This design comes from an exercise in tuning for small area and a short achievable clock period on the open sky130 flow, not from production work.
The RTL was checked by simulation tests, not by an equivalence proof against the original design.
In run 2 the design's own scripts or RTL, not TritonCTS, make the clock network.
The clock input has no modelled driver; a real chip could not lean on it and would need a root buffer or a full tree.
Power figures rest on the tool's default switching activity, not on a simulated workload.

[flow/flow/run.sh]
#!/bin/bash
# The standard layout (standard.sh), with these changes:
#  - every port gets a buf_1 buffer (ORFS's buffer_ports with -buffer_cell);
#  - before the resize step (flow/sizes.tcl) the output buffers become buf_2 and
#    the accumulator flip-flops that drive them dfxtp_2;
#  - after CTS (flow/clocktree.tcl) the clock tree is rebuilt as two balanced
#    levels of clkbuf_16 buffers (4 on the clock port, 8 driving the flip-flops);
#  - setup repair aims for 9.90 ns of slack at the design's clock period, and
#    does not remove buffers (so every port keeps its buffer).
# ORFS writes each step's full log under orfs/logs/; make's own output goes to standard.log.
export BUFFER_PORTS_ARGS="-buffer_cell sky130_fd_sc_hd__buf_1"
export PRE_RESIZE_TCL=$PWD/flow/sizes.tcl
export POST_CTS_TCL=$PWD/flow/clocktree.tcl
export SETUP_SLACK_MARGIN=9.90
export SKIP_BUFFER_REMOVAL=1
bash standard.sh > standard.log 2>&1
[flow/flow/clocktree.tcl]
# Two-level clock tree in place of the one CTS builds: the clock port drives four
# clkbuf_16 buffers, one per quadrant of the flip-flops, and each of these drives
# two clkbuf_16 buffers, one per half of its quadrant, which drive the flip-flops'
# clock pins. The groups are cut at median coordinates, so every flip-flop's clock
# goes through two equal buffers.
set block [ord::get_db_block]
set db [ord::get_db]
set bufm [$db findMaster sky130_fd_sc_hd__clkbuf_16]
set clk_net [$block findNet clk]

set ffs {}
foreach inst [$block getInsts] {
  if {[string match "sky130_fd_sc_hd__df*" [[$inst getMaster] getName]]} {
    lappend ffs $inst
  }
}
# remove the CTS buffers and their nets
set old_nets {}
foreach inst [$block getInsts] {
  if {[string match "clkbuf_*_clk" [$inst getName]]} {
    set onet [[$inst findITerm X] getNet]
    if {$onet != "NULL"} { lappend old_nets $onet }
    odb::dbInst_destroy $inst
  }
}
foreach ff $ffs {
  set it [$ff findITerm CLK]
  set n [$it getNet]
  if {$n != "NULL" && [$n getName] != "clk"} { $it disconnect }
}
foreach n $old_nets {
  if {[llength [$n getITerms]] == 0} { odb::dbNet_destroy $n }
}
if {[llength [$clk_net getITerms]] != 0} { error "clock port still drives cells" }

proc ffx {ff} { return [lindex [$ff getLocation] 0] }
proc ffy {ff} { return [lindex [$ff getLocation] 1] }
proc split2 {l axis} {
  set s [lsort -command [list apply {{axis a b} {expr {[ff$axis $a] - [ff$axis $b]}}} $axis] $l]
  set h [expr {[llength $s] / 2}]
  return [list [lrange $s 0 [expr {$h - 1}]] [lrange $s $h end]]
}
proc centroid {l} {
  set sx 0; set sy 0
  foreach ff $l { set sx [expr {$sx + [ffx $ff]}]; set sy [expr {$sy + [ffy $ff]}] }
  return [list [expr {$sx / [llength $l]}] [expr {$sy / [llength $l]}]]
}
proc add_buf {name loc in_net out_name} {
  global block bufm
  set buf [odb::dbInst_create $block $bufm $name]
  $buf setLocation {*}$loc
  $buf setPlacementStatus PLACED
  [$buf findITerm A] connect $in_net
  set net [odb::dbNet_create $block $out_name]
  $net setSigType CLOCK
  [$buf findITerm X] connect $net
  return $net
}
set quads {}
foreach half [split2 $ffs x] { lappend quads {*}[split2 $half y] }
set k 0
foreach q $quads {
  set rnet [add_buf "clkroot_$k" [centroid $q] $clk_net "clknet_root_$k"]
  set j 0
  foreach part [split2 $q x] {
    set lnet [add_buf "clkleaf_${k}_$j" [centroid $part] $rnet "clknet_leaf_${k}_$j"]
    foreach ff $part { [$ff findITerm CLK] connect $lnet }
    puts "clock buffer clkleaf_${k}_$j drives [llength $part] flip-flops"
    incr j
  }
  incr k
}

detailed_placement
check_placement -verbose
estimate_parasitics -placement
report_clock_skew
[flow/flow/sizes.tcl]
# Sizes of the output buffers (made by buffer_ports, named output*) and of the
# accumulator flip-flops that drive them.
foreach inst [get_cells {output*}] {
  replace_cell $inst sky130_fd_sc_hd__buf_2
}
foreach inst [get_cells {a1.acc*}] {
  replace_cell $inst sky130_fd_sc_hd__dfxtp_2
}
[flow/standard.sh]
#!/bin/bash
# synth_recipe.tcl (not shown) runs the flow's synth.tcl, then flattens the netlist and writes it again
# the make line also repeats each setting of config.mk as NAME=value (left out here)
make -C /OpenROAD-flow-scripts/flow DESIGN_CONFIG=/design/flow/config.mk WORK_HOME=/design/flow/orfs CLKGATE_MAP_FILE= SYNTH_SCRIPT=/design/flow/synth_recipe.tcl "${@:-finish}"
[flow/config.mk]
export PLATFORM = sky130hd
export DESIGN_NAME = mac_unit
export DESIGN_NICKNAME = mac_unit
export VERILOG_FILES = /design/flow/design.v
export SDC_FILE = /design/flow/constraint.sdc
export NUM_CORES = 4
export LEC_CHECK = 0
export CAP_MARGIN = 20
export CORE_MARGIN = 2
export CORE_UTILIZATION = 40
export SLEW_MARGIN = 20
export SYNTH_HIERARCHICAL = 1
export SYNTH_MINIMUM_KEEP_SIZE = 0
[flow/constraint.sdc]
create_clock -name core_clock -period 13.5 [get_ports {clk}]
set_input_delay 2.7000 -clock core_clock [delete_from_list [all_inputs] [get_ports {clk}]]
set_output_delay 2.7000 -clock core_clock [all_outputs]
set_load 0.01 [all_outputs]
[flow/design.v]
module full_adder(input a,b,cin,
                  output sum,co);
assign sum=a^b^cin;
assign co=(a&b)|(b&cin)|(cin&a);
endmodule
module half_adder(input a,
                  input b,
                  output sum,
                  output carry);
assign sum=a^b;
assign carry=a&b;
endmodule
module half_adder_n(input a_n,
                    input b_n,
                    output sum_n,
                    output carry_n);
xnor2 x(a_n,b_n,sum_n);
or2 o(a_n,b_n,carry_n);
endmodule
module xnor2(input a,b, output y);
assign y=~(a^b);
endmodule
module or2(input a,b, output y);
assign y=a|b;
endmodule
module mux2_1(input h,s,e1,e0,
              output d);
assign d=(e1&s)|(e0&h);
endmodule
module mul_16x16(input clk,
                 input [15:0]a,
                 input [15:0]b,
                 output [31:0]c);
reg [15:0]ra,rb;
reg [55:0]s2;      
reg [31:0]p3,p4;
wire pn0_0 = ~(ra[0] & rb[0]);    
wire pn0_1 = ~(ra[0] & rb[1]);    
wire pn0_2 = ~(ra[0] & rb[2]);    
wire pn0_3 = ~(ra[0] & rb[3]);    
wire pn0_4 = ~(ra[0] & rb[4]);    
wire pn0_5 = ~(ra[0] & rb[5]);    
wire pn0_6 = ~(ra[0] & rb[6]);    
wire pn0_7 = ~(ra[0] & rb[7]);    
wire pn0_8 = ~(ra[0] & rb[8]);    
wire pn0_9 = ~(ra[0] & rb[9]);    
wire pn0_10 = ~(ra[0] & rb[10]);    
wire pn0_11 = ~(ra[0] & rb[11]);    
wire pn0_12 = ~(ra[0] & rb[12]);    
wire pn0_13 = ~(ra[0] & rb[13]);    
wire pn0_14 = ~(ra[0] & rb[14]);    
wire pn0_15 = ~(ra[0] & rb[15]);    
wire pn1_0 = ~(ra[1] & rb[0]);    
wire pn1_1 = ~(ra[1] & rb[1]);    
wire pn1_2 = ~(ra[1] & rb[2]);    
wire pn1_3 = ~(ra[1] & rb[3]);    
wire pn1_4 = ~(ra[1] & rb[4]);    
wire pn1_5 = ~(ra[1] & rb[5]);    
wire pn1_6 = ~(ra[1] & rb[6]);    
wire pn1_7 = ~(ra[1] & rb[7]);    
wire pn1_8 = ~(ra[1] & rb[8]);    
wire pn1_9 = ~(ra[1] & rb[9]);    
wire pn1_10 = ~(ra[1] & rb[10]);    
wire pn1_11 = ~(ra[1] & rb[11]);    
wire pn1_12 = ~(ra[1] & rb[12]);    
wire pn1_13 = ~(ra[1] & rb[13]);    
wire pn1_14 = ~(ra[1] & rb[14]);    
wire pn1_15 = ~(ra[1] & rb[15]);    
wire pn2_0 = ~(ra[2] & rb[0]);    
wire pn2_1 = ~(ra[2] & rb[1]);    
wire pn2_2 = ~(ra[2] & rb[2]);    
wire pn2_3 = ~(ra[2] & rb[3]);    
wire pn2_4 = ~(ra[2] & rb[4]);    
wire pn2_5 = ~(ra[2] & rb[5]);    
wire pn2_6 = ~(ra[2] & rb[6]);    
wire pn2_7 = ~(ra[2] & rb[7]);    
wire pn2_8 = ~(ra[2] & rb[8]);    
wire pn2_9 = ~(ra[2] & rb[9]);    
wire pn2_10 = ~(ra[2] & rb[10]);    
wire pn2_11 = ~(ra[2] & rb[11]);    
wire pn2_12 = ~(ra[2] & rb[12]);    
wire pn2_13 = ~(ra[2] & rb[13]);    
wire pn2_14 = ~(ra[2] & rb[14]);    
wire pn2_15 = ~(ra[2] & rb[15]);    
wire pn3_0 = ~(ra[3] & rb[0]);    
wire pn3_1 = ~(ra[3] & rb[1]);    
wire pn3_2 = ~(ra[3] & rb[2]);    
wire pn3_3 = ~(ra[3] & rb[3]);    
wire pn3_4 = ~(ra[3] & rb[4]);    
wire pn3_5 = ~(ra[3] & rb[5]);    
wire pn3_6 = ~(ra[3] & rb[6]);    
wire pn3_7 = ~(ra[3] & rb[7]);    
wire pn3_8 = ~(ra[3] & rb[8]);    
wire pn3_9 = ~(ra[3] & rb[9]);    
wire pn3_10 = ~(ra[3] & rb[10]);    
wire pn3_11 = ~(ra[3] & rb[11]);    
wire pn3_12 = ~(ra[3] & rb[12]);    
wire pn3_13 = ~(ra[3] & rb[13]);    
wire pn3_14 = ~(ra[3] & rb[14]);    
wire pn3_15 = ~(ra[3] & rb[15]);    
wire pn4_0 = ~(ra[4] & rb[0]);    
wire pn4_1 = ~(ra[4] & rb[1]);    
wire pn4_2 = ~(ra[4] & rb[2]);    
wire pn4_3 = ~(ra[4] & rb[3]);    
wire pn4_4 = ~(ra[4] & rb[4]);    
wire pn4_5 = ~(ra[4] & rb[5]);    
wire pn4_6 = ~(ra[4] & rb[6]);    
wire pn4_7 = ~(ra[4] & rb[7]);    
wire pn4_8 = ~(ra[4] & rb[8]);    
wire pn4_9 = ~(ra[4] & rb[9]);    
wire pn4_10 = ~(ra[4] & rb[10]);    
wire pn4_11 = ~(ra[4] & rb[11]);    
wire pn4_12 = ~(ra[4] & rb[12]);    
wire pn4_13 = ~(ra[4] & rb[13]);    
wire pn4_14 = ~(ra[4] & rb[14]);    
wire pn4_15 = ~(ra[4] & rb[15]);    
wire pn5_0 = ~(ra[5] & rb[0]);    
wire pn5_1 = ~(ra[5] & rb[1]);    
wire pn5_2 = ~(ra[5] & rb[2]);    
wire pn5_3 = ~(ra[5] & rb[3]);    
wire pn5_4 = ~(ra[5] & rb[4]);    
wire pn5_5 = ~(ra[5] & rb[5]);    
wire pn5_6 = ~(ra[5] & rb[6]);    
wire pn5_7 = ~(ra[5] & rb[7]);    
wire pn5_8 = ~(ra[5] & rb[8]);    
wire pn5_9 = ~(ra[5] & rb[9]);    
wire pn5_10 = ~(ra[5] & rb[10]);    
wire pn5_11 = ~(ra[5] & rb[11]);    
wire pn5_12 = ~(ra[5] & rb[12]);    
wire pn5_13 = ~(ra[5] & rb[13]);    
wire pn5_14 = ~(ra[5] & rb[14]);    
wire pn5_15 = ~(ra[5] & rb[15]);    
wire pn6_0 = ~(ra[6] & rb[0]);    
wire pn6_1 = ~(ra[6] & rb[1]);    
wire pn6_2 = ~(ra[6] & rb[2]);    
wire pn6_3 = ~(ra[6] & rb[3]);    
wire pn6_4 = ~(ra[6] & rb[4]);    
wire pn6_5 = ~(ra[6] & rb[5]);    
wire pn6_6 = ~(ra[6] & rb[6]);    
wire pn6_7 = ~(ra[6] & rb[7]);    
wire pn6_8 = ~(ra[6] & rb[8]);    
wire pn6_9 = ~(ra[6] & rb[9]);    
wire pn6_10 = ~(ra[6] & rb[10]);    
wire pn6_11 = ~(ra[6] & rb[11]);    
wire pn6_12 = ~(ra[6] & rb[12]);    
wire pn6_13 = ~(ra[6] & rb[13]);    
wire pn6_14 = ~(ra[6] & rb[14]);    
wire pn6_15 = ~(ra[6] & rb[15]);    
wire pn7_0 = ~(ra[7] & rb[0]);    
wire pn7_1 = ~(ra[7] & rb[1]);    
wire pn7_2 = ~(ra[7] & rb[2]);    
wire pn7_3 = ~(ra[7] & rb[3]);    
wire pn7_4 = ~(ra[7] & rb[4]);    
wire pn7_5 = ~(ra[7] & rb[5]);    
wire pn7_6 = ~(ra[7] & rb[6]);    
wire pn7_7 = ~(ra[7] & rb[7]);    
wire pn7_8 = ~(ra[7] & rb[8]);    
wire pn7_9 = ~(ra[7] & rb[9]);    
wire pn7_10 = ~(ra[7] & rb[10]);    
wire pn7_11 = ~(ra[7] & rb[11]);    
wire pn7_12 = ~(ra[7] & rb[12]);    
wire pn7_13 = ~(ra[7] & rb[13]);    
wire pn7_14 = ~(ra[7] & rb[14]);    
wire pn7_15 = ~(ra[7] & rb[15]);    
wire pn8_0 = ~(ra[8] & rb[0]);    
wire pn8_1 = ~(ra[8] & rb[1]);    
wire pn8_2 = ~(ra[8] & rb[2]);    
wire pn8_3 = ~(ra[8] & rb[3]);    
wire pn8_4 = ~(ra[8] & rb[4]);    
wire pn8_5 = ~(ra[8] & rb[5]);    
wire pn8_6 = ~(ra[8] & rb[6]);    
wire pn8_7 = ~(ra[8] & rb[7]);    
wire pn8_8 = ~(ra[8] & rb[8]);    
wire pn8_9 = ~(ra[8] & rb[9]);    
wire pn8_10 = ~(ra[8] & rb[10]);    
wire pn8_11 = ~(ra[8] & rb[11]);    
wire pn8_12 = ~(ra[8] & rb[12]);    
wire pn8_13 = ~(ra[8] & rb[13]);    
wire pn8_14 = ~(ra[8] & rb[14]);    
wire pn8_15 = ~(ra[8] & rb[15]);    
wire pn9_0 = ~(ra[9] & rb[0]);    
wire pn9_1 = ~(ra[9] & rb[1]);    
wire pn9_2 = ~(ra[9] & rb[2]);    
wire pn9_3 = ~(ra[9] & rb[3]);    
wire pn9_4 = ~(ra[9] & rb[4]);    
wire pn9_5 = ~(ra[9] & rb[5]);    
wire pn9_6 = ~(ra[9] & rb[6]);    
wire pn9_7 = ~(ra[9] & rb[7]);    
wire pn9_8 = ~(ra[9] & rb[8]);    
wire pn9_9 = ~(ra[9] & rb[9]);    
wire pn9_10 = ~(ra[9] & rb[10]);    
wire pn9_11 = ~(ra[9] & rb[11]);    
wire pn9_12 = ~(ra[9] & rb[12]);    
wire pn9_13 = ~(ra[9] & rb[13]);    
wire pn9_14 = ~(ra[9] & rb[14]);    
wire pn9_15 = ~(ra[9] & rb[15]);    
wire pn10_0 = ~(ra[10] & rb[0]);    
wire pn10_1 = ~(ra[10] & rb[1]);    
wire pn10_2 = ~(ra[10] & rb[2]);    
wire pn10_3 = ~(ra[10] & rb[3]);    
wire pn10_4 = ~(ra[10] & rb[4]);    
wire pn10_5 = ~(ra[10] & rb[5]);    
wire pn10_6 = ~(ra[10] & rb[6]);    
wire pn10_7 = ~(ra[10] & rb[7]);    
wire pn10_8 = ~(ra[10] & rb[8]);    
wire pn10_9 = ~(ra[10] & rb[9]);    
wire pn10_10 = ~(ra[10] & rb[10]);    
wire pn10_11 = ~(ra[10] & rb[11]);    
wire pn10_12 = ~(ra[10] & rb[12]);    
wire pn10_13 = ~(ra[10] & rb[13]);    
wire pn10_14 = ~(ra[10] & rb[14]);    
wire pn10_15 = ~(ra[10] & rb[15]);    
wire pn11_0 = ~(ra[11] & rb[0]);    
wire pn11_1 = ~(ra[11] & rb[1]);    
wire pn11_2 = ~(ra[11] & rb[2]);    
wire pn11_3 = ~(ra[11] & rb[3]);    
wire pn11_4 = ~(ra[11] & rb[4]);    
wire pn11_5 = ~(ra[11] & rb[5]);    
wire pn11_6 = ~(ra[11] & rb[6]);    
wire pn11_7 = ~(ra[11] & rb[7]);    
wire pn11_8 = ~(ra[11] & rb[8]);    
wire pn11_9 = ~(ra[11] & rb[9]);    
wire pn11_10 = ~(ra[11] & rb[10]);    
wire pn11_11 = ~(ra[11] & rb[11]);    
wire pn11_12 = ~(ra[11] & rb[12]);    
wire pn11_13 = ~(ra[11] & rb[13]);    
wire pn11_14 = ~(ra[11] & rb[14]);    
wire pn11_15 = ~(ra[11] & rb[15]);    
wire pn12_0 = ~(ra[12] & rb[0]);    
wire pn12_1 = ~(ra[12] & rb[1]);    
wire pn12_2 = ~(ra[12] & rb[2]);    
wire pn12_3 = ~(ra[12] & rb[3]);    
wire pn12_4 = ~(ra[12] & rb[4]);    
wire pn12_5 = ~(ra[12] & rb[5]);    
wire pn12_6 = ~(ra[12] & rb[6]);    
wire pn12_7 = ~(ra[12] & rb[7]);    
wire pn12_8 = ~(ra[12] & rb[8]);    
wire pn12_9 = ~(ra[12] & rb[9]);    
wire pn12_10 = ~(ra[12] & rb[10]);    
wire pn12_11 = ~(ra[12] & rb[11]);    
wire pn12_12 = ~(ra[12] & rb[12]);    
wire pn12_13 = ~(ra[12] & rb[13]);    
wire pn12_14 = ~(ra[12] & rb[14]);    
wire pn12_15 = ~(ra[12] & rb[15]);    
wire pn13_0 = ~(ra[13] & rb[0]);    
wire pn13_1 = ~(ra[13] & rb[1]);    
wire pn13_2 = ~(ra[13] & rb[2]);    
wire pn13_3 = ~(ra[13] & rb[3]);    
wire pn13_4 = ~(ra[13] & rb[4]);    
wire pn13_5 = ~(ra[13] & rb[5]);    
wire pn13_6 = ~(ra[13] & rb[6]);    
wire pn13_7 = ~(ra[13] & rb[7]);    
wire pn13_8 = ~(ra[13] & rb[8]);    
wire pn13_9 = ~(ra[13] & rb[9]);    
wire pn13_10 = ~(ra[13] & rb[10]);    
wire pn13_11 = ~(ra[13] & rb[11]);    
wire pn13_12 = ~(ra[13] & rb[12]);    
wire pn13_13 = ~(ra[13] & rb[13]);    
wire pn13_14 = ~(ra[13] & rb[14]);    
wire pn13_15 = ~(ra[13] & rb[15]);    
wire pn14_0 = ~(ra[14] & rb[0]);    
wire pn14_1 = ~(ra[14] & rb[1]);    
wire pn14_2 = ~(ra[14] & rb[2]);    
wire pn14_3 = ~(ra[14] & rb[3]);    
wire pn14_4 = ~(ra[14] & rb[4]);    
wire pn14_5 = ~(ra[14] & rb[5]);    
wire pn14_6 = ~(ra[14] & rb[6]);    
wire pn14_7 = ~(ra[14] & rb[7]);    
wire pn14_8 = ~(ra[14] & rb[8]);    
wire pn14_9 = ~(ra[14] & rb[9]);    
wire pn14_10 = ~(ra[14] & rb[10]);    
wire pn14_11 = ~(ra[14] & rb[11]);    
wire pn14_12 = ~(ra[14] & rb[12]);    
wire pn14_13 = ~(ra[14] & rb[13]);    
wire pn14_14 = ~(ra[14] & rb[14]);    
wire pn14_15 = ~(ra[14] & rb[15]);    
wire pn15_0 = ~(ra[15] & rb[0]);    
wire pn15_1 = ~(ra[15] & rb[1]);    
wire pn15_2 = ~(ra[15] & rb[2]);    
wire pn15_3 = ~(ra[15] & rb[3]);    
wire pn15_4 = ~(ra[15] & rb[4]);    
wire pn15_5 = ~(ra[15] & rb[5]);    
wire pn15_6 = ~(ra[15] & rb[6]);    
wire pn15_7 = ~(ra[15] & rb[7]);    
wire pn15_8 = ~(ra[15] & rb[8]);    
wire pn15_9 = ~(ra[15] & rb[9]);    
wire pn15_10 = ~(ra[15] & rb[10]);    
wire pn15_11 = ~(ra[15] & rb[11]);    
wire pn15_12 = ~(ra[15] & rb[12]);    
wire pn15_13 = ~(ra[15] & rb[13]);    
wire pn15_14 = ~(ra[15] & rb[14]);    
wire pn15_15 = ~(ra[15] & rb[15]);    
wire s1, c2;
half_adder_n ha2(pn0_13, pn1_12, s1, c2);
wire s3, c4;
full_adder fa4(pn0_14, pn1_13, pn2_12, s3, c4);
wire s5, c6;
half_adder_n ha6(pn3_11, pn4_10, s5, c6);
wire s7, c8;
full_adder fa8(pn0_15, pn1_14, pn2_13, s7, c8);
wire s9, c10;
full_adder fa10(pn3_12, pn4_11, pn5_10, s9, c10);
wire s11, c12;
half_adder_n ha12(pn6_9, pn7_8, s11, c12);
wire s13, c14;
full_adder fa14(pn1_15, pn2_14, pn3_13, s13, c14);
wire s15, c16;
full_adder fa16(pn4_12, pn5_11, pn6_10, s15, c16);
wire s17, c18;
half_adder_n ha18(pn7_9, pn8_8, s17, c18);
wire s19, c20;
full_adder fa20(pn2_15, pn3_14, pn4_13, s19, c20);
wire s21, c22;
full_adder fa22(pn5_12, pn6_11, pn7_10, s21, c22);
wire s23, c24;
full_adder fa24(pn3_15, pn4_14, pn5_13, s23, c24);
wire s25, c26;
half_adder_n ha26(pn0_9, pn1_8, s25, c26);
wire s27, c28;
full_adder fa28(pn0_10, pn1_9, pn2_8, s27, c28);
wire s29, c30;
half_adder_n ha30(pn3_7, pn4_6, s29, c30);
wire s31, c32;
full_adder fa32(pn0_11, pn1_10, pn2_9, s31, c32);
wire s33, c34;
full_adder fa34(pn3_8, pn4_7, pn5_6, s33, c34);
wire s35, c36;
half_adder_n ha36(pn6_5, pn7_4, s35, c36);
wire s37, c38;
full_adder fa38(pn0_12, pn1_11, pn2_10, s37, c38);
wire s39, c40;
full_adder fa40(pn3_9, pn4_8, pn5_7, s39, c40);
wire s41, c42;
full_adder fa42(pn6_6, pn7_5, pn8_4, s41, c42);
wire s43, c44;
half_adder_n ha44(pn9_3, pn10_2, s43, c44);
wire s45, c46;
full_adder fa46(pn2_11, pn3_10, pn4_9, s45, c46);
wire s47, c48;
full_adder fa48(pn5_8, pn6_7, pn7_6, s47, c48);
wire s49, c50;
full_adder fa50(pn8_5, pn9_4, pn10_3, s49, c50);
wire s51, c52;
full_adder fa52(pn11_2, pn12_1, pn13_0, s51, c52);
wire s53, c54;
full_adder fa54(pn5_9, pn6_8, pn7_7, s53, c54);
wire s55, c56;
full_adder fa56(pn8_6, pn9_5, pn10_4, s55, c56);
wire s57, c58;
full_adder fa58(pn11_3, pn12_2, pn13_1, s57, c58);
wire s59, c60;
full_adder fa60(pn14_0, c2, s5, s59, c60);
wire s61, c62;
full_adder fa62(pn8_7, pn9_6, pn10_5, s61, c62);
wire s63, c64;
full_adder fa64(pn11_4, pn12_3, pn13_2, s63, c64);
wire s65, c66;
full_adder fa66(pn14_1, pn15_0, c6, s65, c66);
wire s67, c68;
full_adder fa68(s11, c4, s7, s67, c68);
wire s69, c70;
full_adder fa70(pn9_7, pn10_6, pn11_5, s69, c70);
wire s71, c72;
full_adder fa72(pn12_4, pn13_3, pn14_2, s71, c72);
wire s73, c74;
full_adder fa74(pn15_1, c12, s17, s73, c74);
wire s75, c76;
full_adder fa76(c8, c10, s13, s75, c76);
wire s77, c78;
full_adder fa78(pn8_9, pn9_8, pn10_7, s77, c78);
wire s79, c80;
full_adder fa80(pn11_6, pn12_5, pn13_4, s79, c80);
wire s81, c82;
full_adder fa82(pn14_3, pn15_2, c18, s81, c82);
wire s83, c84;
full_adder fa84(c14, c16, s19, s83, c84);
wire s85, c86;
full_adder fa86(pn6_12, pn7_11, pn8_10, s85, c86);
wire s87, c88;
full_adder fa88(pn9_9, pn10_8, pn11_7, s87, c88);
wire s89, c90;
full_adder fa90(pn12_6, pn13_5, pn14_4, s89, c90);
wire s91, c92;
full_adder fa92(pn15_3, c20, c22, s91, c92);
wire s93, c94;
full_adder fa94(pn4_15, pn5_14, pn6_13, s93, c94);
wire s95, c96;
full_adder fa96(pn7_12, pn8_11, pn9_10, s95, c96);
wire s97, c98;
full_adder fa98(pn10_9, pn11_8, pn12_7, s97, c98);
wire s99, c100;
full_adder fa100(pn13_6, pn14_5, pn15_4, s99, c100);
wire s101, c102;
full_adder fa102(pn5_15, pn6_14, pn7_13, s101, c102);
wire s103, c104;
full_adder fa104(pn8_12, pn9_11, pn10_10, s103, c104);
wire s105, c106;
full_adder fa106(pn11_9, pn12_8, pn13_7, s105, c106);
wire s107, c108;
full_adder fa108(pn6_15, pn7_14, pn8_13, s107, c108);
wire s109, c110;
full_adder fa110(pn9_12, pn10_11, pn11_10, s109, c110);
wire s111, c112;
full_adder fa112(pn7_15, pn8_14, pn9_13, s111, c112);
wire s113, c114;
half_adder_n ha114(pn0_6, pn1_5, s113, c114);
wire s115, c116;
full_adder fa116(pn0_7, pn1_6, pn2_5, s115, c116);
wire s117, c118;
half_adder_n ha118(pn3_4, pn4_3, s117, c118);
wire s119, c120;
full_adder fa120(pn0_8, pn1_7, pn2_6, s119, c120);
wire s121, c122;
full_adder fa122(pn3_5, pn4_4, pn5_3, s121, c122);
wire s123, c124;
half_adder_n ha124(pn6_2, pn7_1, s123, c124);
wire s125, c126;
full_adder fa126(pn2_7, pn3_6, pn4_5, s125, c126);
wire s127, c128;
full_adder fa128(pn5_4, pn6_3, pn7_2, s127, c128);
wire s129, c130;
full_adder fa130(pn8_1, pn9_0, s25, s129, c130);
wire s131, c132;
full_adder fa132(pn5_5, pn6_4, pn7_3, s131, c132);
wire s133, c134;
full_adder fa134(pn8_2, pn9_1, pn10_0, s133, c134);
wire s135, c136;
full_adder fa136(c26, s29, s27, s135, c136);
wire s137, c138;
full_adder fa138(pn8_3, pn9_2, pn10_1, s137, c138);
wire s139, c140;
full_adder fa140(pn11_0, c30, s35, s139, c140);
wire s141, c142;
full_adder fa142(c28, s31, s33, s141, c142);
wire s143, c144;
full_adder fa144(pn11_1, pn12_0, c36, s143, c144);
wire s145, c146;
full_adder fa146(s43, c32, c34, s145, c146);
wire s147, c148;
full_adder fa148(s37, s39, s41, s147, c148);
wire s149, c150;
full_adder fa150(c44, s1, c38, s149, c150);
wire s151, c152;
full_adder fa152(c40, c42, s45, s151, c152);
wire s153, c154;
full_adder fa154(s47, s49, s51, s153, c154);
wire s155, c156;
full_adder fa156(c46, c48, c50, s155, c156);
wire s157, c158;
full_adder fa158(c52, s53, s55, s157, c158);
wire s159, c160;
full_adder fa160(s57, s3, s59, s159, c160);
wire s161, c162;
full_adder fa162(c54, c56, c58, s161, c162);
wire s163, c164;
full_adder fa164(s61, s63, s9, s163, c164);
wire s165, c166;
full_adder fa166(c60, s65, s67, s165, c166);
wire s167, c168;
full_adder fa168(c62, c64, s69, s167, c168);
wire s169, c170;
full_adder fa170(s71, s15, c66, s169, c170);
wire s171, c172;
full_adder fa172(s73, c68, s75, s171, c172);
wire s173, c174;
full_adder fa174(c70, c72, s77, s173, c174);
wire s175, c176;
full_adder fa176(s79, s21, c74, s175, c176);
wire s177, c178;
full_adder fa178(s81, c76, s83, s177, c178);
wire s179, c180;
full_adder fa180(c78, c80, s85, s179, c180);
wire s181, c182;
full_adder fa182(s87, s89, s23, s181, c182);
wire s183, c184;
full_adder fa184(c82, c84, s91, s183, c184);
wire s185, c186;
full_adder fa186(c86, c88, c90, s185, c186);
wire s187, c188;
full_adder fa188(s93, s95, s97, s187, c188);
wire s189, c190;
full_adder fa190(s99, c24, c92, s189, c190);
wire s191, c192;
full_adder fa192(pn14_6, pn15_5, c94, s191, c192);
wire s193, c194;
full_adder fa194(c96, c98, c100, s193, c194);
wire s195, c196;
full_adder fa196(s101, s103, s105, s195, c196);
wire s197, c198;
full_adder fa198(pn12_9, pn13_8, pn14_7, s197, c198);
wire s199, c200;
full_adder fa200(pn15_6, c102, c104, s199, c200);
wire s201, c202;
full_adder fa202(c106, s107, s109, s201, c202);
wire s203, c204;
full_adder fa204(pn10_12, pn11_11, pn12_10, s203, c204);
wire s205, c206;
full_adder fa206(pn13_9, pn14_8, pn15_7, s205, c206);
wire s207, c208;
full_adder fa208(c108, c110, s111, s207, c208);
wire s209, c210;
full_adder fa210(pn8_15, pn9_14, pn10_13, s209, c210);
wire s211, c212;
full_adder fa212(pn11_12, pn12_11, pn13_10, s211, c212);
wire s213, c214;
full_adder fa214(pn14_9, pn15_8, c112, s213, c214);
wire s215, c216;
full_adder fa216(pn9_15, pn10_14, pn11_13, s215, c216);
wire s217, c218;
full_adder fa218(pn12_12, pn13_11, pn14_10, s217, c218);
wire s219, c220;
full_adder fa220(pn10_15, pn11_14, pn12_13, s219, c220);
wire s221, c222;
half_adder_n ha222(pn0_4, pn1_3, s221, c222);
wire s223, c224;
full_adder fa224(pn0_5, pn1_4, pn2_3, s223, c224);
wire s225, c226;
half_adder_n ha226(pn3_2, pn4_1, s225, c226);
wire s227, c228;
full_adder fa228(pn2_4, pn3_3, pn4_2, s227, c228);
wire s229, c230;
full_adder fa230(pn5_1, pn6_0, s113, s229, c230);
wire s231, c232;
full_adder fa232(pn5_2, pn6_1, pn7_0, s231, c232);
wire s233, c234;
full_adder fa234(c114, s117, s115, s233, c234);
wire s235, c236;
full_adder fa236(pn8_0, c118, s123, s235, c236);
wire s237, c238;
full_adder fa238(c116, s119, s121, s237, c238);
wire s239, c240;
full_adder fa240(c124, c120, c122, s239, c240);
wire s241, c242;
full_adder fa242(s125, s127, s129, s241, c242);
wire s243, c244;
full_adder fa244(c126, c128, s131, s243, c244);
wire s245, c246;
full_adder fa246(s133, c130, s135, s245, c246);
wire s247, c248;
full_adder fa248(c132, c134, s137, s247, c248);
wire s249, c250;
full_adder fa250(s139, c136, s141, s249, c250);
wire s251, c252;
full_adder fa252(c138, c140, s143, s251, c252);
wire s253, c254;
full_adder fa254(c142, s145, s147, s253, c254);
wire s255, c256;
full_adder fa256(c144, c146, c148, s255, c256);
wire s257, c258;
full_adder fa258(s149, s151, s153, s257, c258);
wire s259, c260;
full_adder fa260(c150, c152, c154, s259, c260);
wire s261, c262;
full_adder fa262(s155, s157, s159, s261, c262);
wire s263, c264;
full_adder fa264(c156, c158, s161, s263, c264);
wire s265, c266;
full_adder fa266(s163, c160, s165, s265, c266);
wire s267, c268;
full_adder fa268(c162, c164, s167, s267, c268);
wire s269, c270;
full_adder fa270(s169, c166, s171, s269, c270);
wire s271, c272;
full_adder fa272(c168, s173, c170, s271, c272);
wire s273, c274;
full_adder fa274(s175, c172, s177, s273, c274);
wire s275, c276;
full_adder fa276(c174, s179, s181, s275, c276);
wire s277, c278;
full_adder fa278(c176, c178, s183, s277, c278);
wire s279, c280;
full_adder fa280(c180, c182, s185, s279, c280);
wire s281, c282;
full_adder fa282(s187, c184, s189, s281, c282);
wire s283, c284;
full_adder fa284(c186, c188, s191, s283, c284);
wire s285, c286;
full_adder fa286(s193, s195, c190, s285, c286);
wire s287, c288;
full_adder fa288(s197, c192, c194, s287, c288);
wire s289, c290;
full_adder fa290(c196, s199, s201, s289, c290);
wire s291, c292;
full_adder fa292(c198, s203, s205, s291, c292);
wire s293, c294;
full_adder fa294(c200, c202, s207, s293, c294);
wire s295, c296;
full_adder fa296(c204, c206, s209, s295, c296);
wire s297, c298;
full_adder fa298(s211, c208, s213, s297, c298);
wire s299, c300;
full_adder fa300(pn15_9, c210, c212, s299, c300);
wire s301, c302;
full_adder fa302(s215, s217, c214, s301, c302);
wire s303, c304;
full_adder fa304(pn13_12, pn14_11, pn15_10, s303, c304);
wire s305, c306;
full_adder fa306(c216, c218, s219, s305, c306);
wire s307, c308;
full_adder fa308(pn11_15, pn12_14, pn13_13, s307, c308);
wire s309, c310;
full_adder fa310(pn14_12, pn15_11, c220, s309, c310);
wire s311, c312;
full_adder fa312(pn12_15, pn13_14, pn14_13, s311, c312);
wire s313, c314;
half_adder_n ha314(pn0_3, pn1_2, s313, c314);
wire s315, c316;
full_adder fa316(pn2_2, pn3_1, pn4_0, s315, c316);
wire s317, c318;
full_adder fa318(pn5_0, c222, s225, s317, c318);
wire s319, c320;
full_adder fa320(c226, c224, s227, s319, c320);
wire s321, c322;
full_adder fa322(c228, s231, c230, s321, c322);
wire s323, c324;
full_adder fa324(c232, s235, c234, s323, c324);
wire s325, c326;
full_adder fa326(c236, c238, s239, s325, c326);
wire s327, c328;
full_adder fa328(c240, s243, c242, s327, c328);
wire s329, c330;
full_adder fa330(c244, s247, c246, s329, c330);
wire s331, c332;
full_adder fa332(c248, s251, c250, s331, c332);
wire s333, c334;
full_adder fa334(c252, c254, s255, s333, c334);
wire s335, c336;
full_adder fa336(c256, c258, s259, s335, c336);
wire s337, c338;
full_adder fa338(c260, s263, c262, s337, c338);
wire s339, c340;
full_adder fa340(c264, s267, c266, s339, c340);
wire s341, c342;
full_adder fa342(c268, s271, c270, s341, c342);
wire s343, c344;
full_adder fa344(s275, c272, c274, s343, c344);
wire s345, c346;
full_adder fa346(c276, s279, c278, s345, c346);
wire s347, c348;
full_adder fa348(c280, s283, c282, s347, c348);
wire s349, c350;
full_adder fa350(c284, s287, s289, s349, c350);
wire s351, c352;
full_adder fa352(s291, c288, c290, s351, c352);
wire s353, c354;
full_adder fa354(c292, s295, c294, s353, c354);
wire s355, c356;
full_adder fa356(c296, s299, c298, s355, c356);
wire s357, c358;
full_adder fa358(s303, c300, s305, s357, c358);
wire s359, c360;
full_adder fa360(c304, s307, c306, s359, c360);
wire s361, c362;
full_adder fa362(pn15_12, c308, s311, s361, c362);
wire s363, c364;
full_adder fa364(pn13_15, pn14_14, pn15_13, s363, c364);
wire s365, c366;
half_adder_n ha366(pn0_2, pn1_1, s365, c366);
wire s367, c368;
full_adder fa368(pn2_1, pn3_0, s313, s367, c368);
wire s369, c370;
full_adder fa370(c314, s221, s315, s369, c370);
wire s371, c372;
full_adder fa372(c316, s223, s317, s371, c372);
wire s373, c374;
full_adder fa374(c318, s229, s319, s373, c374);
wire s375, c376;
full_adder fa376(c320, s233, s321, s375, c376);
wire s377, c378;
full_adder fa378(s237, c322, s323, s377, c378);
wire s379, c380;
full_adder fa380(s241, c324, s325, s379, c380);
wire s381, c382;
full_adder fa382(c326, s245, s327, s381, c382);
wire s383, c384;
full_adder fa384(s249, c328, s329, s383, c384);
wire s385, c386;
full_adder fa386(s253, c330, s331, s385, c386);
wire s387, c388;
full_adder fa388(s257, c332, s333, s387, c388);
wire s389, c390;
full_adder fa390(s261, c334, s335, s389, c390);
wire s391, c392;
full_adder fa392(c336, s265, s337, s391, c392);
wire s393, c394;
full_adder fa394(s269, c338, s339, s393, c394);
wire s395, c396;
full_adder fa396(s273, c340, s341, s395, c396);
wire s397, c398;
full_adder fa398(s277, c342, s343, s397, c398);
wire s399, c400;
full_adder fa400(s281, c344, s345, s399, c400);
wire s401, c402;
full_adder fa402(s285, c346, s347, s401, c402);
wire s403, c404;
full_adder fa404(s349, c286, c348, s403, c404);
wire s405, c406;
full_adder fa406(s293, c350, s351, s405, c406);
wire s407, c408;
full_adder fa408(s297, c352, s353, s407, c408);
wire s409, c410;
full_adder fa410(s301, c354, s355, s409, c410);
wire s411, c412;
full_adder fa412(s357, c302, c356, s411, c412);
wire s413, c414;
full_adder fa414(s309, c358, s359, s413, c414);
wire s415, c416;
full_adder fa416(s361, c310, c360, s415, c416);
wire s417, c418;
full_adder fa418(s363, c312, c362, s417, c418);
wire s419, c420;
full_adder fa420(pn14_15, pn15_14, c364, s419, c420);
wire s421, c422;
half_adder_n ha422(pn0_1, pn1_0, s421, c422);
wire s423, c424;
full_adder fa424(pn2_0, s365, c422, s423, c424);
wire s425, c426;
full_adder fa426(c366, s367, c424, s425, c426);
wire s427, c428;
full_adder fa428(c368, s369, c426, s427, c428);
wire s429, c430;
full_adder fa430(c370, s371, c428, s429, c430);
wire s431, c432;
full_adder fa432(c372, s373, c430, s431, c432);
wire [55:0]s2_d;
assign s2_d[0] = pn0_0;    
assign s2_d[1] = s421;    
assign s2_d[2] = s423;    
assign s2_d[3] = s425;    
assign s2_d[4] = s427;    
assign s2_d[5] = s429;    
assign s2_d[6] = s431;    
assign s2_d[7] = c374;    
assign s2_d[8] = s375;    
assign s2_d[9] = c432;    
assign s2_d[10] = c376;    
assign s2_d[11] = s377;    
assign s2_d[12] = c378;    
assign s2_d[13] = s379;    
assign s2_d[14] = c380;    
assign s2_d[15] = s381;    
assign s2_d[16] = c382;    
assign s2_d[17] = s383;    
assign s2_d[18] = c384;    
assign s2_d[19] = s385;    
assign s2_d[20] = c386;    
assign s2_d[21] = s387;    
assign s2_d[22] = c388;    
assign s2_d[23] = s389;    
assign s2_d[24] = c390;    
assign s2_d[25] = s391;    
assign s2_d[26] = c392;    
assign s2_d[27] = s393;    
assign s2_d[28] = c394;    
assign s2_d[29] = s395;    
assign s2_d[30] = c396;    
assign s2_d[31] = s397;    
assign s2_d[32] = c398;    
assign s2_d[33] = s399;    
assign s2_d[34] = c400;    
assign s2_d[35] = s401;    
assign s2_d[36] = c402;    
assign s2_d[37] = s403;    
assign s2_d[38] = c404;    
assign s2_d[39] = s405;    
assign s2_d[40] = c406;    
assign s2_d[41] = s407;    
assign s2_d[42] = c408;    
assign s2_d[43] = s409;    
assign s2_d[44] = c410;    
assign s2_d[45] = s411;    
assign s2_d[46] = c412;    
assign s2_d[47] = s413;    
assign s2_d[48] = c414;    
assign s2_d[49] = s415;    
assign s2_d[50] = c416;    
assign s2_d[51] = s417;    
assign s2_d[52] = c418;    
assign s2_d[53] = s419;    
assign s2_d[54] = c420;    
assign s2_d[55] = pn15_15;    
wire [31:0]x3 = {1'b1, s2[54], s2[52], s2[50], s2[48], s2[46], s2[44], s2[42], s2[40], s2[38], s2[36], s2[34], s2[32], s2[30], s2[28], s2[26], s2[24], s2[22], s2[20], s2[18], s2[16], s2[14], s2[12], s2[10], s2[7], s2[6], s2[5], s2[4], s2[3], s2[2], s2[1], s2[0]};
wire [31:0]y3 = {1'b1, s2[55], s2[53], s2[51], s2[49], s2[47], s2[45], s2[43], s2[41], s2[39], s2[37], s2[35], s2[33], s2[31], s2[29], s2[27], s2[25], s2[23], s2[21], s2[19], s2[17], s2[15], s2[13], s2[11], s2[8], 1'b1, 1'b1, 1'b1, 1'b1, 1'b1, 1'b1, 1'b1};
wire kg0 = s2[7] & s2[8];
wire kp0 = s2[7] ^ s2[8];
wire kg1 = s2[10] & s2[11];
wire kp1 = s2[10] ^ s2[11];
wire kg2 = s2[12] & s2[13];
wire kp2 = s2[12] ^ s2[13];
wire kg3 = s2[14] & s2[15];
wire kp3 = s2[14] ^ s2[15];
wire kg4 = s2[16] & s2[17];
wire kp4 = s2[16] ^ s2[17];
wire kg5 = s2[18] & s2[19];
wire kp5 = s2[18] ^ s2[19];
wire kg6 = s2[20] & s2[21];
wire kp6 = s2[20] ^ s2[21];
wire kg7 = s2[22] & s2[23];
wire kp7 = s2[22] ^ s2[23];
wire kg8 = s2[24] & s2[25];
wire kp8 = s2[24] ^ s2[25];
wire kg9 = s2[26] & s2[27];
wire kp9 = s2[26] ^ s2[27];
wire kg10 = s2[28] & s2[29];
wire kp10 = s2[28] ^ s2[29];
wire kg11 = s2[30] & s2[31];
wire kp11 = s2[30] ^ s2[31];
wire kg12 = s2[32] & s2[33];
wire kp12 = s2[32] ^ s2[33];
wire kg13 = s2[34] & s2[35];
wire kp13 = s2[34] ^ s2[35];
wire kg14 = s2[36] & s2[37];
wire kp14 = s2[36] ^ s2[37];
wire kg15 = s2[38] & s2[39];
wire kp15 = s2[38] ^ s2[39];
wire kg16 = s2[40] & s2[41];
wire kp16 = s2[40] ^ s2[41];
wire kg17 = s2[42] & s2[43];
wire kp17 = s2[42] ^ s2[43];
wire kg18 = s2[44] & s2[45];
wire kp18 = s2[44] ^ s2[45];
wire kg19 = s2[46] & s2[47];
wire kp19 = s2[46] ^ s2[47];
wire kg20 = s2[48] & s2[49];
wire kp20 = s2[48] ^ s2[49];
wire kg21 = s2[50] & s2[51];
wire kp21 = s2[50] ^ s2[51];
wire kg22 = s2[52] & s2[53];
wire kp22 = s2[52] ^ s2[53];
wire kg23 = s2[54] & s2[55];
wire kp23 = s2[54] ^ s2[55];
wire kg24 = 1'b1 & 1'b1;
wire kp24 = 1'b1 ^ 1'b1;
wire kg0c = kg0 | (kp0 & s2[9]);
wire kG1 = kg1 | (kp1 & kg0c);
wire kP1 = kp1 & kp0;
wire kG2 = kg3 | (kp3 & kg2);
wire kP2 = kp3 & kp2;
wire kG3 = kg5 | (kp5 & kg4);
wire kP3 = kp5 & kp4;
wire kG4 = kg7 | (kp7 & kg6);
wire kP4 = kp7 & kp6;
wire kG5 = kg9 | (kp9 & kg8);
wire kP5 = kp9 & kp8;
wire kG6 = kg11 | (kp11 & kg10);
wire kP6 = kp11 & kp10;
wire kG7 = kg13 | (kp13 & kg12);
wire kP7 = kp13 & kp12;
wire kG8 = kg15 | (kp15 & kg14);
wire kP8 = kp15 & kp14;
wire kG9 = kg17 | (kp17 & kg16);
wire kP9 = kp17 & kp16;
wire kG10 = kg19 | (kp19 & kg18);
wire kP10 = kp19 & kp18;
wire kG11 = kg21 | (kp21 & kg20);
wire kP11 = kp21 & kp20;
wire kG12 = kg23 | (kp23 & kg22);
wire kP12 = kp23 & kp22;
wire kG13 = kG2 | (kP2 & kG1);
wire kP13 = kP2 & kP1;
wire kG14 = kG4 | (kP4 & kG3);
wire kP14 = kP4 & kP3;
wire kG15 = kG6 | (kP6 & kG5);
wire kP15 = kP6 & kP5;
wire kG16 = kG8 | (kP8 & kG7);
wire kP16 = kP8 & kP7;
wire kG17 = kG10 | (kP10 & kG9);
wire kP17 = kP10 & kP9;
wire kG18 = kG12 | (kP12 & kG11);
wire kP18 = kP12 & kP11;
wire kG19 = kG14 | (kP14 & kG13);
wire kP19 = kP14 & kP13;
wire kG20 = kG16 | (kP16 & kG15);
wire kP20 = kP16 & kP15;
wire kG21 = kG18 | (kP18 & kG17);
wire kP21 = kP18 & kP17;
wire kG22 = kG20 | (kP20 & kG19);
wire kP22 = kP20 & kP19;
wire kG23 = kG21 | (kP21 & kG22);
wire kP23 = kP21 & kP22;
wire kG24 = kG15 | (kP15 & kG19);
wire kP24 = kP15 & kP19;
wire kG25 = kG17 | (kP17 & kG22);
wire kP25 = kP17 & kP22;
wire kG26 = kG3 | (kP3 & kG13);
wire kP26 = kP3 & kP13;
wire kG27 = kG5 | (kP5 & kG19);
wire kP27 = kP5 & kP19;
wire kG28 = kG7 | (kP7 & kG24);
wire kP28 = kP7 & kP24;
wire kG29 = kG9 | (kP9 & kG22);
wire kP29 = kP9 & kP22;
wire kG30 = kG11 | (kP11 & kG25);
wire kP30 = kP11 & kP25;
wire kG31 = kg2 | (kp2 & kG1);
wire kP31 = kp2 & kP1;
wire kG32 = kg4 | (kp4 & kG13);
wire kP32 = kp4 & kP13;
wire kG33 = kg6 | (kp6 & kG26);
wire kP33 = kp6 & kP26;
wire kG34 = kg8 | (kp8 & kG19);
wire kP34 = kp8 & kP19;
wire kG35 = kg10 | (kp10 & kG27);
wire kP35 = kp10 & kP27;
wire kG36 = kg12 | (kp12 & kG24);
wire kP36 = kp12 & kP24;
wire kG37 = kg14 | (kp14 & kG28);
wire kP37 = kp14 & kP28;
wire kG38 = kg16 | (kp16 & kG22);
wire kP38 = kp16 & kP22;
wire kG39 = kg18 | (kp18 & kG29);
wire kP39 = kp18 & kP29;
wire kG40 = kg20 | (kp20 & kG25);
wire kP40 = kp20 & kP25;
wire kG41 = kg22 | (kp22 & kG30);
wire kP41 = kp22 & kP30;
wire kG42 = kg24 | (kp24 & kG23);
wire kP42 = kp24 & kP23;
wire [31:0]p3_d = {(kp24 ^ kG23), (kp23 ^ kG41), (kp22 ^ kG30), (kp21 ^ kG40), (kp20 ^ kG25), (kp19 ^ kG39), (kp18 ^ kG29), (kp17 ^ kG38), (kp16 ^ kG22), (kp15 ^ kG37), (kp14 ^ kG28), (kp13 ^ kG36), (kp12 ^ kG24), (kp11 ^ kG35), (kp10 ^ kG27), (kp9 ^ kG34), (kp8 ^ kG19), (kp7 ^ kG33), (kp6 ^ kG26), (kp5 ^ kG32), (kp4 ^ kG13), (kp3 ^ kG31), (kp2 ^ kG1), (kp1 ^ kg0c), (kp0 ^ s2[9]), s2[6], s2[5], s2[4], s2[3], s2[2], s2[1], s2[0]};
always @(posedge clk)
 begin
  ra<=a;
  rb<=b;
  s2<=s2_d;
  p3<=~p3_d;    
  p4<=p3;
 end
assign c=p4;
endmodule
module accumulator(input clk,en,clr,
                   input [31:0]a,
                   output [39:0]c);
reg [39:0]acc;
wire [39:0]b={8'b0,a};
wire [39:0]g0=acc&b;
wire [39:0]p0=acc^b;
wire gg1 = g0[1] | (p0[1] & g0[0]);
wire pp1 = p0[1] & p0[0];
wire gg2 = g0[3] | (p0[3] & g0[2]);
wire pp2 = p0[3] & p0[2];
wire gg3 = g0[5] | (p0[5] & g0[4]);
wire pp3 = p0[5] & p0[4];
wire gg4 = g0[7] | (p0[7] & g0[6]);
wire pp4 = p0[7] & p0[6];
wire gg5 = g0[9] | (p0[9] & g0[8]);
wire pp5 = p0[9] & p0[8];
wire gg6 = g0[11] | (p0[11] & g0[10]);
wire pp6 = p0[11] & p0[10];
wire gg7 = g0[13] | (p0[13] & g0[12]);
wire pp7 = p0[13] & p0[12];
wire gg8 = g0[15] | (p0[15] & g0[14]);
wire pp8 = p0[15] & p0[14];
wire gg9 = g0[17] | (p0[17] & g0[16]);
wire pp9 = p0[17] & p0[16];
wire gg10 = g0[19] | (p0[19] & g0[18]);
wire pp10 = p0[19] & p0[18];
wire gg11 = g0[21] | (p0[21] & g0[20]);
wire pp11 = p0[21] & p0[20];
wire gg12 = g0[23] | (p0[23] & g0[22]);
wire pp12 = p0[23] & p0[22];
wire gg13 = g0[25] | (p0[25] & g0[24]);
wire pp13 = p0[25] & p0[24];
wire gg14 = g0[27] | (p0[27] & g0[26]);
wire pp14 = p0[27] & p0[26];
wire gg15 = g0[29] | (p0[29] & g0[28]);
wire pp15 = p0[29] & p0[28];
wire gg16 = g0[31] | (p0[31] & g0[30]);
wire pp16 = p0[31] & p0[30];
wire gg17 = g0[33] | (p0[33] & g0[32]);
wire pp17 = p0[33] & p0[32];
wire gg18 = g0[35] | (p0[35] & g0[34]);
wire pp18 = p0[35] & p0[34];
wire gg19 = g0[37] | (p0[37] & g0[36]);
wire pp19 = p0[37] & p0[36];
wire gg20 = g0[39] | (p0[39] & g0[38]);
wire pp20 = p0[39] & p0[38];
wire gg21 = gg2 | (pp2 & gg1);
wire pp21 = pp2 & pp1;
wire gg22 = gg4 | (pp4 & gg3);
wire pp22 = pp4 & pp3;
wire gg23 = gg6 | (pp6 & gg5);
wire pp23 = pp6 & pp5;
wire gg24 = gg8 | (pp8 & gg7);
wire pp24 = pp8 & pp7;
wire gg25 = gg10 | (pp10 & gg9);
wire pp25 = pp10 & pp9;
wire gg26 = gg12 | (pp12 & gg11);
wire pp26 = pp12 & pp11;
wire gg27 = gg14 | (pp14 & gg13);
wire pp27 = pp14 & pp13;
wire gg28 = gg16 | (pp16 & gg15);
wire pp28 = pp16 & pp15;
wire gg29 = gg18 | (pp18 & gg17);
wire pp29 = pp18 & pp17;
wire gg30 = gg20 | (pp20 & gg19);
wire pp30 = pp20 & pp19;
wire gg31 = gg22 | (pp22 & gg21);
wire pp31 = pp22 & pp21;
wire gg32 = gg24 | (pp24 & gg23);
wire pp32 = pp24 & pp23;
wire gg33 = gg26 | (pp26 & gg25);
wire pp33 = pp26 & pp25;
wire gg34 = gg28 | (pp28 & gg27);
wire pp34 = pp28 & pp27;
wire gg35 = gg30 | (pp30 & gg29);
wire pp35 = pp30 & pp29;
wire gg36 = gg32 | (pp32 & gg31);
wire pp36 = pp32 & pp31;
wire gg37 = gg34 | (pp34 & gg33);
wire pp37 = pp34 & pp33;
wire gg38 = gg37 | (pp37 & gg36);
wire pp38 = pp37 & pp36;
wire gg39 = gg33 | (pp33 & gg36);
wire pp39 = pp33 & pp36;
wire gg40 = gg35 | (pp35 & gg38);
wire pp40 = pp35 & pp38;
wire gg41 = gg23 | (pp23 & gg31);
wire pp41 = pp23 & pp31;
wire gg42 = gg25 | (pp25 & gg36);
wire pp42 = pp25 & pp36;
wire gg43 = gg27 | (pp27 & gg39);
wire pp43 = pp27 & pp39;
wire gg44 = gg29 | (pp29 & gg38);
wire pp44 = pp29 & pp38;
wire gg45 = gg3 | (pp3 & gg21);
wire pp45 = pp3 & pp21;
wire gg46 = gg5 | (pp5 & gg31);
wire pp46 = pp5 & pp31;
wire gg47 = gg7 | (pp7 & gg41);
wire pp47 = pp7 & pp41;
wire gg48 = gg9 | (pp9 & gg36);
wire pp48 = pp9 & pp36;
wire gg49 = gg11 | (pp11 & gg42);
wire pp49 = pp11 & pp42;
wire gg50 = gg13 | (pp13 & gg39);
wire pp50 = pp13 & pp39;
wire gg51 = gg15 | (pp15 & gg43);
wire pp51 = pp15 & pp43;
wire gg52 = gg17 | (pp17 & gg38);
wire pp52 = pp17 & pp38;
wire gg53 = gg19 | (pp19 & gg44);
wire pp53 = pp19 & pp44;
wire gg54 = g0[2] | (p0[2] & gg1);
wire pp54 = p0[2] & pp1;
wire gg55 = g0[4] | (p0[4] & gg21);
wire pp55 = p0[4] & pp21;
wire gg56 = g0[6] | (p0[6] & gg45);
wire pp56 = p0[6] & pp45;
wire gg57 = g0[8] | (p0[8] & gg31);
wire pp57 = p0[8] & pp31;
wire gg58 = g0[10] | (p0[10] & gg46);
wire pp58 = p0[10] & pp46;
wire gg59 = g0[12] | (p0[12] & gg41);
wire pp59 = p0[12] & pp41;
wire gg60 = g0[14] | (p0[14] & gg47);
wire pp60 = p0[14] & pp47;
wire gg61 = g0[16] | (p0[16] & gg36);
wire pp61 = p0[16] & pp36;
wire gg62 = g0[18] | (p0[18] & gg48);
wire pp62 = p0[18] & pp48;
wire gg63 = g0[20] | (p0[20] & gg42);
wire pp63 = p0[20] & pp42;
wire gg64 = g0[22] | (p0[22] & gg49);
wire pp64 = p0[22] & pp49;
wire gg65 = g0[24] | (p0[24] & gg39);
wire pp65 = p0[24] & pp39;
wire gg66 = g0[26] | (p0[26] & gg50);
wire pp66 = p0[26] & pp50;
wire gg67 = g0[28] | (p0[28] & gg43);
wire pp67 = p0[28] & pp43;
wire gg68 = g0[30] | (p0[30] & gg51);
wire pp68 = p0[30] & pp51;
wire gg69 = g0[32] | (p0[32] & gg38);
wire pp69 = p0[32] & pp38;
wire gg70 = g0[34] | (p0[34] & gg52);
wire pp70 = p0[34] & pp52;
wire gg71 = g0[36] | (p0[36] & gg44);
wire pp71 = p0[36] & pp44;
wire gg72 = g0[38] | (p0[38] & gg53);
wire pp72 = p0[38] & pp53;
wire [39:0]cy={gg72, gg53, gg71, gg44, gg70, gg52, gg69, gg38, gg68, gg51, gg67, gg43, gg66, gg50, gg65, gg39, gg64, gg49, gg63, gg42, gg62, gg48, gg61, gg36, gg60, gg47, gg59, gg41, gg58, gg46, gg57, gg31, gg56, gg45, gg55, gg21, gg54, gg1, g0[0], 1'b0};
wire [39:0]sum=p0^cy;
wire [39:0]d;
wire e1=en&~clr;     
wire e0=~(en|clr);   
genvar i;
generate
 for (i=0;i<40;i=i+1)
  begin : sel
   mux2_1 m(acc[i],sum[i],e1,e0,d[i]);
  end
endgenerate
always @(posedge clk)
  acc <= d;
assign c = acc;
endmodule
module mac_unit(input clk,en,clr,
                input [15:0]a,b,
                output [39:0]c);
wire [31:0]temp1;
mul_16x16 m1(clk,a,b,temp1);
accumulator a1(clk,en,clr,temp1,c);
endmodule
==> metrics.md, run 1 <==
| Metric | Value |
|---|---|
| Status | `did not finish` |
| Exit stage | `clock tree synthesis (4_1_cts)` |
| First Err | `Error: cts.tcl, 90 can't read "block": no such variable` |
| Die Height | `179 um` |
| Post-synth top flop | `dfxtp_1` |
| Detail Placement HPWL | `18700 um` |
| Synth warnings | `8` |
| Placed cell areas | `12800 um2` |
| Cell Rows | `64` |
| Ys async rst share | `0%` |
| Mapped Cells | `1101` |
| CTS sink count | `192` |
| Io pins | `75` |
| Initial core utilization | `40.4%` |
| Cell variety after synth | `45` |
| Port Buffer Count | `74` |
| Syn_nets | `1422` |
| Sequential area share after synthesis | `31.4%` |
| Number of enable flip-flop cells after synthesis | `0` |
| Die X | `179 um` |
| Final RePlAce weighted congestion | `0.830` |
| Avg Cell Area, Syn | `11.1 um2` |
| Syn Std Cell Area | `12200 um2` |
| Yosys reg bits | `192` |
[per-stage QoR]
step / instances / total power [uW] / setup WS (ps) / utilization (%)
floorplan: 1101 / 1850 / 9910 / -
detailed placement: 1499 / 2200 / 9440 / 42.3
global placement: 1499 / 2130 / 9460 / 42.0
[worst max path at each step]
stage | from | endpoint | cells after the start
detailed placement | en | a1.acc[26]$_DFF_P_ | 3
global placement | en | a1.acc[30]$_DFF_P_ | 3
floorplan | m1.rb[10]$_DFF_P_ | m1.s2[29]$_DFF_P_ | 9
[power groups by stage]
stage	Combinational [uW]	Clock [uW]	Sequential [uW]
floorplan	951	0	898
global placement	1200	0	938
detailed placement	1250	0	948
[kinds of logic after synthesis]
family,share of synthesized area [%]
simple gates,11.4
fa+ha+maj,43.2
flops,31.4
buf+inv,4.29
compound gates,6.41
xor+xnor,3.29
[cell usage after synthesis (all sizes together), types with 8 or more instances]
| library cell | n | share of area [%] |
|---|---|---|
| buf | 8 | 0.49 |
| a22o | 40 | 2.9 |
| fa | 229 | 37 |
| nor2 | 11 | 0.36 |
| a21oi | 29 | 1.2 |
| xor2 | 17 | 1.2 |
| inv | 60 | 1.8 |
| clkbuf | 64 | 2.0 |
| or2 | 18 | 0.92 |
| nand2 | 280 | 8.6 |
| xnor2 | 29 | 2.1 |
| dfxtp | 192 | 31 |
| ha | 57 | 5.8 |
| o21ai | 13 | 0.53 |
[per-module statistics from Yosys (local to each module, per instance), a selection]
module / flops+latches / copies in the design
mux2_1: 0 / 40
full_adder: 0 / 200
xnor2: 0 / 16
accumulator: 40 / 1
or2: 0 / 16
mul_16x16: 152 / 1
==> run 2: changes to the inputs <==
--- a/flow/flow/clocktree.tcl
+++ b/flow/flow/clocktree.tcl
@@ -15,8 +15,10 @@
   }
 }
-# remove the CTS buffers and their nets
+# remove the CTS buffers, its dummy loads, and its nets
 set old_nets {}
 foreach inst [$block getInsts] {
-  if {[string match "clkbuf_*_clk" [$inst getName]]} {
+  if {[string match "clkload*" [$inst getName]]} {
+    odb::dbInst_destroy $inst
+  } elseif {[string match "clkbuf_*_clk" [$inst getName]]} {
     set onet [[$inst findITerm X] getNet]
     if {$onet != "NULL"} { lappend old_nets $onet }
@@ -46,6 +48,5 @@
   return [list [expr {$sx / [llength $l]}] [expr {$sy / [llength $l]}]]
 }
-proc add_buf {name loc in_net out_name} {
-  global block bufm
+proc add_buf {block bufm name loc in_net out_name} {
   set buf [odb::dbInst_create $block $bufm $name]
   $buf setLocation {*}$loc
@@ -61,8 +62,8 @@
 set k 0
 foreach q $quads {
-  set rnet [add_buf "clkroot_$k" [centroid $q] $clk_net "clknet_root_$k"]
+  set rnet [add_buf $block $bufm "clkroot_$k" [centroid $q] $clk_net "clknet_root_$k"]
   set j 0
   foreach part [split2 $q x] {
-    set lnet [add_buf "clkleaf_${k}_$j" [centroid $part] $rnet "clknet_leaf_${k}_$j"]
+    set lnet [add_buf $block $bufm "clkleaf_${k}_$j" [centroid $part] $rnet "clknet_leaf_${k}_$j"]
     foreach ff $part { [$ff findITerm CLK] connect $lnet }
     puts "clock buffer clkleaf_${k}_$j drives [llength $part] flip-flops"
==> run 2 against run 1 <==
Area after synthesis unchanged. The run now finishes clean. Synthesized cell count unchanged.
==> metrics.md, run 2 <==
| Metric | Value |
|---|---|
| Worst Hold Class | `flop to flop` |
| Critical Path Start | `m1.ra[8]$_DFF_P_` |
| Drt wl/cell | `17.5 um` |
| DRT iter0 DRCs | `390` |
| Status | `finished clean (was did not finish)` |
| Total Wirelength | `27600 um` |
| Die Height | `179 um (unchanged)` |
| Setup TNS | `0 ps` |
| Count leader, synth | `nand2_1 (unchanged)` |
| Final hold violations | `0` |
| Die area | `32000 um2` |
| Worst r2r src | `m1.ra[8]$_DFF_P_` |
| Met1 Usage GRT | `23.5%` |
| Synth warnings | `8 (unchanged)` |
| Fin util | `46.3%` |
| Worst setup EP type | `flop` |
| CP required | `13680 ps` |
| CTS sink count | `192 (unchanged)` |
| Io pins | `75 (unchanged)` |
| Port Buffer Count | `74 (unchanged)` |
| Final slew viol count | `0` |
| Largest area contributor in the netlist | `fa_1 (unchanged)` |
| Remaining Overflow, GRT | `0` |
| Reg with most FFs | `m1.s2` |
| Largest net degree at the start of global routing | `41` |
| Antenna Nets Post-Route | `0` |
| Mux cell area share after synthesis | `0% (unchanged)` |
| Most frequent cells in the layout | `nand2_1 (279), fa_1 (229), dfxtp_1 (122)` |
| Post-synth top flop | `dfxtp_1 (unchanged)` |
| Top cells by count, synth | `nand2_1 (279), fa_1 (229), dfxtp_1 (192) (unchanged)` |
| Total power | `2610 uW` |
| Hold Startpoint | `m1.p3[18]$_DFF_P_` |
| Final RePlAce weighted congestion | `0.830 (unchanged)` |
| Initial core utilization | `40.4% (unchanged)` |
| Worst-margin pin slew | `678 ps` |
| Sequential area share after synthesis | `31.4% (unchanged)` |
| Crit path time final | `3490 ps` |
| Synth area leaders | `fa_1 (37%), dfxtp_1 (31%), nand2_1 (8.5%) (unchanged)` |
| Setup violations, final | `0` |
| Regs by FF count | `m1.s2: 56 flops, a1.acc: 40 flops` |
| Number of enable flip-flop cells after synthesis | `0 (unchanged)` |
| Nets | `1509` |
| Avg Cell Area, Syn | `11.1 um2 (unchanged)` |
| Gr busiest metal | `met2` |
| Via count | `7926` |
| RSZ-0062 raised after global routing | `false` |
| Yosys top cell area share | `37.4% (unchanged)` |
| Most common cell after layout, fill and taps aside | `nand2_1` |
| Syn_nets | `1422 (unchanged)` |
| Cell Rows | `64 (unchanged)` |
| Synth Area in XOR/XNOR | `3.29% (unchanged)` |
| Ratio of cells with drive above 1 in the final layout | `17.6%` |
| DRC Markers | `0` |
| First-pass GRT wire length | `44000 um` |
| Compound-cell area share of the yosys netlist | `6.41% (unchanged)` |
| Met2 usage | `30.1%` |
| # fillers | `2815` |
| Area growth syn-to-layout | `14.8%` |
| Pwr Density | `186 nW/um2` |
| Syn Std Cell Area | `12200 um2 (unchanged)` |
| Detail Placement HPWL | `18700 um (unchanged)` |
| F_max | `286 MHz` |
| Mapped Cells | `1101 (unchanged)` |
| Core footprint | `30300 um2` |
| Period utilisation layout | `25.9%` |
| Synth Area in Simple Gates | `11.4% (unchanged)` |
| Via/cell ratio | `5.01` |
| Die X | `179 um (unchanged)` |
| Ys async rst share | `0% (unchanged)` |
| Yosys reg bits | `192 (unchanged)` |
| Largest family of logic cells by synthesized area | `adder cells (unchanged)` |
| Crit-path max FO | `16` |
| Worst-path clk slew | `110 ps` |
| Data arrival time of the critical path | `3670 ps` |
| Leakage | `0.00564 uW` |
| Vias in the first global route | `8483` |
| Ant diodes | `0` |
| Clock latency on the worst-skew pair | `300 ps` |
| Max reg flops | `56` |
| Max-cap viol count | `0` |
| Total Routing Usage GR | `17.7%` |
| Worst Skew | `28.1 ps` |
| Rel. slew slack | `54.7%` |
| Worst Path Class, Setup | `flop to flop` |
| CP Launch Type | `flop` |
| Initial antenna violation count | `0` |
| Area share of fa/ha/maj cells after synthesis | `43.2% (unchanged)` |
| Pre-antenna DRT Iters | `5` |
| Cell variety after synth | `45 (unchanged)` |
| Worst vdd ir | `0.0735 mV` |
| Met3 Track Usage GR | `3.37%` |
## run 2: cell counts after synthesis
No cell type changed its count.
## run 2: path summary, 6_finish.rpt
kind	endpoint	slack, ps	cells after the start
worst min-delay path	m1.p4[18]$_DFF_P_	320	0
worst min register to register	m1.p4[18]$_DFF_P_	320	0
worst max register to register	m1.s2[31]$_DFF_P_	10010	7
worst max-delay path	m1.s2[31]$_DFF_P_	10010	7
## run 2: Yosys stat by module, one instance, submodules excluded, a selection
module | flip-flops and latches | area (um2) | cells inside | copies in the design
mul_16x16 | 152 | 5270 | 596 | 1
or2 | 0 | 6.26 | 1 | 16
xnor2 | 0 | 8.76 | 1 | 16
full_adder | 0 | 20.0 | 1 | 200
mux2_1 | 0 | 8.76 | 1 | 40
accumulator | 40 | 2390 | 233 | 1
## run 2: per-stage QoR
stage	hold slack, ps	instance area, um2	worst slack, ps	std cells
detailed placement	312	12800	9440	1499
global route	330	14100	9900	1582
global placement	310	12700	9460	1499
finish	316	14100	10010	1582
floorplan	310	12300	9910	1101
## run 2: metal layers
metal	part of all wire [%]	routed length (um)	up-vias
met5	0	0	-
met4	1.7	460	0
met3	6.2	1720	37
met2	48	13400	232
met1	44	12100	4036
li1	-	-	3621
## run 2: where the power goes
part / switching [uW] / internal (uW)
Sequential: 120 / 800
Combinational: 706 / 657
Clock: 167 / 160
## run 2: logic make-up (layout without fill, tap and decap cells)
| logic type | count (synthesis) | count (layout) |
|---|---|---|
| xor gates and xnor gates | 46 | 46 |
| buffers and inverters | 132 | 211 |
| adders and majority gates | 286 | 286 |
| AOI/OAI and AO/OA | 109 | 109 |
| DFF | 192 | 192 |
| and+or+nand+nor | 336 | 342 |
## run 2: critical path, cell delays in order, from the launching register on
cell and delay [ps]:
dfxtp_2 630, nand2_1 150, or2_1 260, fa_1 480, fa_1 510, fa_1 400, fa_1 520, fa_1 410
## run 2: cell type report
class	count	area [um2]	area share, %
plain buffers	12	300	2.13
inverters	60	225	1.60
flip-flops and latches	192	3970	28.2
repair buffers	139	1110	7.86
well taps	396	495	3.52
multi-input cells	783	7970	56.7

separate check: timing with driven ports:
The flow's constraints put no driver on any port. The routed layout listed below was extracted and timed again, unchanged, in two steps.
Step 1, drivers: a clkbuf_16 drives clk and a buf_2 each remaining input, both assumed.
Step 2, shift: input delay + t, output delay - t, t = (earliest + latest rising clock arrival at the registers) / 2. This alone moves slack from input paths to output paths.
Slacks: ideal / step 1 / step 2; pairs: ideal / step 1.
run: run 2
shift t [ns]: 0.388
setup slack, ns: 10.009 / 9.943 / 9.753
worst register clock-pin slew, ns: 0.11 / 0.11
worst data-port slew with drivers (ns): 0.03
cell pins on the clock port's net: 4
After both steps setup and hold are still met in run 2. For run 2, drivers alone change the setup slack by -0.066 ns; drivers and shift together by -0.256 ns.
